What follows belongs to an exercise in optimizing a design on an open flow for small area, a short achievable clock period and few clock cycles; a production flow would make more cautious choices.
In this exercise RTL edits were held to simulation tests only and were not proved equivalent to the original.
The flow treats the clock pin as an ideal source, which a real chip does not have.

==> flow/design.v, too long to show whole: its modules and the start of the top module <==
// module fa: 4 lines
// module addr3_27: 223 lines
// module addr3_29: 243 lines
// module add131: 1047 lines
// module add128: 1030 lines
// module addc0: 183 lines
// module carrycx: 40 lines
// module carry130: 257 lines
// module poly1305: 3103 lines
module poly1305(
  input rst_ni,
  input clk,
  input [127:0] r,
  input [127:0] s,
  input [127:0] m,
  input fb,
  input ld,
  input first,
  output [127:0] p,
  output rdy);
  // ...
==> flow/flow/run.sh <==
#!/bin/bash
# Standard layout with extra setup-repair passes after placement and after CTS.
# Each tool's full output goes to its own log in this folder.
set -euo pipefail
R=orfs/results/sky130hd/poly1305/base
MARGIN=${REPAIR_MARGIN:-7}
bash standard.sh synth > 1_synth.log 2>&1
bash standard.sh floorplan > 2_floorplan.log 2>&1
bash standard.sh place > 3_place.log 2>&1
STAGE_ODB=$R/3_place.odb STAGE_SDC=$R/3_place.sdc MARGIN=$MARGIN PAD=1 \
  openroad -exit -no_init flow/repair.tcl > 3_extra_repair.log 2>&1
bash standard.sh cts > 4_cts.log 2>&1
STAGE_ODB=$R/4_cts.odb STAGE_SDC=$R/4_cts.sdc MARGIN=$MARGIN PAD=1 PROPAGATED=1 \
  openroad -exit -no_init flow/repair.tcl > 4_extra_repair.log 2>&1
bash standard.sh finish > 5_finish.log 2>&1
==> flow/flow/repair.tcl <==
# Extra setup repair on a placed (or clock-tree) database, then re-legalize.
# env: STAGE_ODB, STAGE_SDC, MARGIN, PAD
read_liberty $::env(FLOW_HOME)/platforms/sky130hd/lib/sky130_fd_sc_hd__tt_025C_1v80.lib
read_db $::env(STAGE_ODB)
read_sdc $::env(STAGE_SDC)
source $::env(FLOW_HOME)/platforms/sky130hd/setRC.tcl
if {[info exists ::env(PROPAGATED)]} { set_propagated_clock [all_clocks] }
set_dont_use [list sky130_fd_sc_hd__probe_p_8 sky130_fd_sc_hd__probec_p_8 sky130_fd_sc_hd__lpflow_*]
estimate_parasitics -placement
report_worst_slack
report_design_area
repair_timing -setup -setup_margin $::env(MARGIN) -verbose
if {[info exists ::env(PROPAGATED)]} { repair_timing -hold -hold_margin 0.05 -verbose }
set_placement_padding -global -left $::env(PAD) -right $::env(PAD)
detailed_placement
check_placement -verbose
estimate_parasitics -placement
report_worst_slack
report_design_area
write_db $::env(STAGE_ODB)
==> flow/standard.sh <==
#!/bin/bash
# synth_recipe.tcl (not shown) runs the flow's synth.tcl, then flattens the netlist and writes it again
# the make line also repeats each setting of config.mk as NAME=value (left out here)
make -C /OpenROAD-flow-scripts/flow DESIGN_CONFIG=/design/flow/config.mk WORK_HOME=/design/flow/orfs CLKGATE_MAP_FILE= SYNTH_SCRIPT=/design/flow/synth_recipe.tcl "${@:-finish}"
==> flow/config.mk <==
export PLATFORM = sky130hd
export DESIGN_NAME = poly1305
export DESIGN_NICKNAME = poly1305
export VERILOG_FILES = /design/flow/design.v
export SDC_FILE = /design/flow/constraint.sdc
export NUM_CORES = 8
export LEC_CHECK = 0
export CAP_MARGIN = 50
export CELL_PAD_IN_SITES_DETAIL_PLACEMENT = 1
export CORE_MARGIN = 2
export CORE_UTILIZATION = 40
export PLACE_DENSITY = 0.6
export SETUP_SLACK_MARGIN = 5
export SLEW_MARGIN = 70
export SYNTH_HIERARCHICAL = 1
==> flow/constraint.sdc <==
create_clock -name core_clock -period 12.0 [get_ports {clk}]
set_input_delay 2.4000 -clock core_clock [delete_from_list [all_inputs] [get_ports {clk}]]
set_output_delay 2.4000 -clock core_clock [all_outputs]
set_load 0.01 [all_outputs]
==> flow_summary.ini, run 1 <==
[run_status]
outcome = finished clean

[floorplan]
floorplan.die.width_um = 518
initial_core_util_pct = 40.2
ios = 518

[cells_and_area]
layout.filler_cells = 28100
multiInputCombCellCount = 8263
layout.cell_area.non_filler_mm2 = 0.125
layout.area.seq_mm2 = 0.0193
clk_share_pct = 3.47
mostFrequentLayoutCells = 1,719 x fa_1, 1,122 x a222oi_1, 696 x ha_1
buffers = 1033
layout-drive-gt1-share_pct = 12.4
multi_input_area_share_pct = 67.3

[clocking]
max_h_tree_level = 3
clkTransAtPathRegs_ns = 0.07

[worst_setup_path]
worstSetupEndpoint = M[69]
criticalPathCategory = reg -> reg

[job]
timing.max_cap.violations = 0

[grt]
globalRouteMet2Util_pct = 59.4
first_global_vias = 107000

[timing]
timing.final.crit_share_pct = 43.9
clock-skew-final_ns = 0.111

[detailed_routing]
detail_route.first_pass.iterations = 23
Testbench counts, summed over its fixed seeds: cycles 5,624.
==> run 2: changes to the inputs <==
==> flow/run.sh (new file) <==
#!/bin/bash
# synth_recipe.tcl (not shown) runs the flow's synth.tcl, then flattens the netlist and writes it again
# the make line also repeats each setting of config.mk as NAME=value (left out here)
make -C /OpenROAD-flow-scripts/flow DESIGN_CONFIG=/design/flow/config.mk WORK_HOME=/design/flow/orfs CLKGATE_MAP_FILE= SYNTH_SCRIPT=/design/flow/synth_recipe.tcl finish
removed: flow/flow/run.sh
removed: flow/flow/repair.tcl
removed: flow/standard.sh
==> flow_summary.ini, run 2 <==
[run_status]
outcome = finished clean

[timing]
slew_headroom_pct = 64.0
worst_slew_pin_slew_ns = 0.535
max_freq_mhz = 180
fin_tns_setup_ns = 0
timing.final.crit_share_pct = 46.4
drv_slew = 0
timing.final.hold_violations = 0
clock-skew-final_ns = 0.0687
timing.final.ws_setup_ns = 6.44
post-route-min-period_ns = 5.56
setup_viol = 0
grt_setup_unrepaired = no

[grt]
grt.busiest_layer = met2
globalRouteMet3Util_pct = 14.5
grt_remaining_overflow = 0
grt_util_all_layers_pct = 39.6
grt_first_pass_wirelength_um = 775000
grt_start_max_net_pins = 74
first_global_vias = 106000
met1_usage_pct = 46.3
antenna_found_initial = 25
globalRouteMet2Util_pct = 59.3

[clocking]
clock_tree.buffer_depth = 3
root_buffer = clkbuf_16
max_h_tree_level = 3
hold_buffers = 0
clock_insertion_delay_worst_skew_ns = 0.87
clock_tree_from_tritoncts = done
post_cts_resized = 0
post_cts.repair.setup_buffers = 0
clkTransAtPathRegs_ns = 0.06
cts_made_buffers = 116
cts.sink_count = 878

[floorplan]
floorplan.die.width_um = 518
initial_core_util_pct = 40.2
design.die.area_mm2 = 0.268
placeableCoreArea_mm2 = 0.262
number_of_placement_rows = 188
ios = 518
floorplan.die.height_um = 518

[placed_design]
place.gp.congestion = 1.07
dpl-instance-area_mm2 = 0.118
placed_cells_incl_taps = 13800
port_buffers = 495
dp_hpwl_um = 409000
dp_slack_ns = 6.25

[worst_setup_path]
worst-r2r-setup-slack_ns = 6.44
critical_path_required_ns = 12.71
endpoint_kind = register
timing.critical_path.fanout_max = 6
timing.critical_path.from_type = register
cp_data_arrival_time_ns = 6.27
criticalPathCategory = reg -> reg
crit_path_start = A[40]
reg2reg_launch_point = A[40]

[cells_and_area]
regMostFlops = A
syn2layout_area_growth_pct = 17.5
layout_commonest_cell = fa_1
layout-drive-gt1-share_pct = 11.4
final-instance-count-excl-fill = 14200
finish.net_count = 13400
mostFrequentLayoutCells = 1,719 x fa_1, 1,122 x a222oi_1, 728 x ha_1
largest_registers = A x132, M x128, HsN x124
layout.cell_area.non_filler_mm2 = 0.124
largest_reg_flops = 132

[detailed_routing]
detail_route.drc_violations = 0
drt_iter0_drc = 20000
detail_route.first_pass.iterations = 27
drt.antenna.violating_nets = 0
drt-total-wl_um = 546000
route.detailed.wl_per_inst_um = 38.5
dr_total_vias = 100000
detailed_route_vias_per_instance = 7.09

[hold_path]
hold_path.class = reg -> reg
min_from = f2

[job]
timing.max_cap.violations = 0

[logic_synthesis]
yosys_warnings = 7
syn-cell-area_mm2 = 0.106
syn-instance-count = 10300
syn_avg_cell_area_um2 = 10.2
-- run 2: layer usage --
layer / share of wire [%] / vias up
met5: 0.11 / -
met3: 13 / 2528
met2: 43 / 8150
met4: 10 / 36
li1: - / 39200
met1: 34 / 50500
-- run 2: stage by stage --
stage          hold slack [ns]  util (%)
2_1_floorplan            0.331         -
3_3_place_gp             0.333      43.0
3_5_place_dp             0.344      45.0
4_1_cts                  0.358      46.6
5_1_grt                  0.365      47.3
6_report                 0.354      47.3
-- run 2: worst max-delay path, cell delays in order, from the launching register on --
cell       delay [ns]
dfrtp_2          0.65
ha_1             0.32
ha_1             0.37
a21oi_2          0.18
o21ai_1          0.09
a221o_1          0.36
buf_4            0.20
nor2b_1          0.15
or3_4            0.41
nor3_4           0.43
inv_2            0.24
a21o_1           0.24
a21o_1           0.23
a2111o_1         0.42
o2111ai_1        0.11
mux2i_1          0.10
nor2_1           0.33
a21oi_1          0.08
nor2_1           0.14
a21oi_1          0.10
o21ai_0          0.24
-- run 2: worst paths after layout --
check,to,cells past startpoint
setup reg to reg,M[70],20
hold reg to reg,done,0
min in group asynchronous,f1b,1
max in group asynchronous,A[45],4
setup / recovery,M[70],20
hold / removal,done,0
-- run 2: area by class of cell --
cell class              count  area (µm²)
flip-flops and latches    878       19200
inverters                 300        1130
diodes                     11        27.5
repair buffers            993       11300
fillers                 28100      138000
multi-input cells        8263       83600
clock inverters            71         911
well taps                3515        4400
clock buffers             149        3290

==> static timing again, ports no longer ideal <==
Ports are ideal in the flow. The routed layouts listed here were re-timed in OpenROAD. Step 1, drivers: a clkbuf_16 drives clk and a buf_2 each remaining input, both assumed. Step 2 also shifts input and output timing later by t, the mid clock arrival at the registers, as if the neighbouring blocks saw the same clock. Slacks: ideal / step 1 / step 2; pairs: ideal / step 1.
run | shift t [ns] | setup slack, ns | worst setup path at the end
run 1 | 0.932 | 6.729 / 6.729 / 6.729 | register to register
run 2 | 0.944 | 6.438 / 6.438 / 6.144 | input to register
After both steps every run listed still meets setup and hold. For run 2, which loses most, drivers alone change the setup slack by 0.000 ns; drivers and shift together by -0.294 ns.
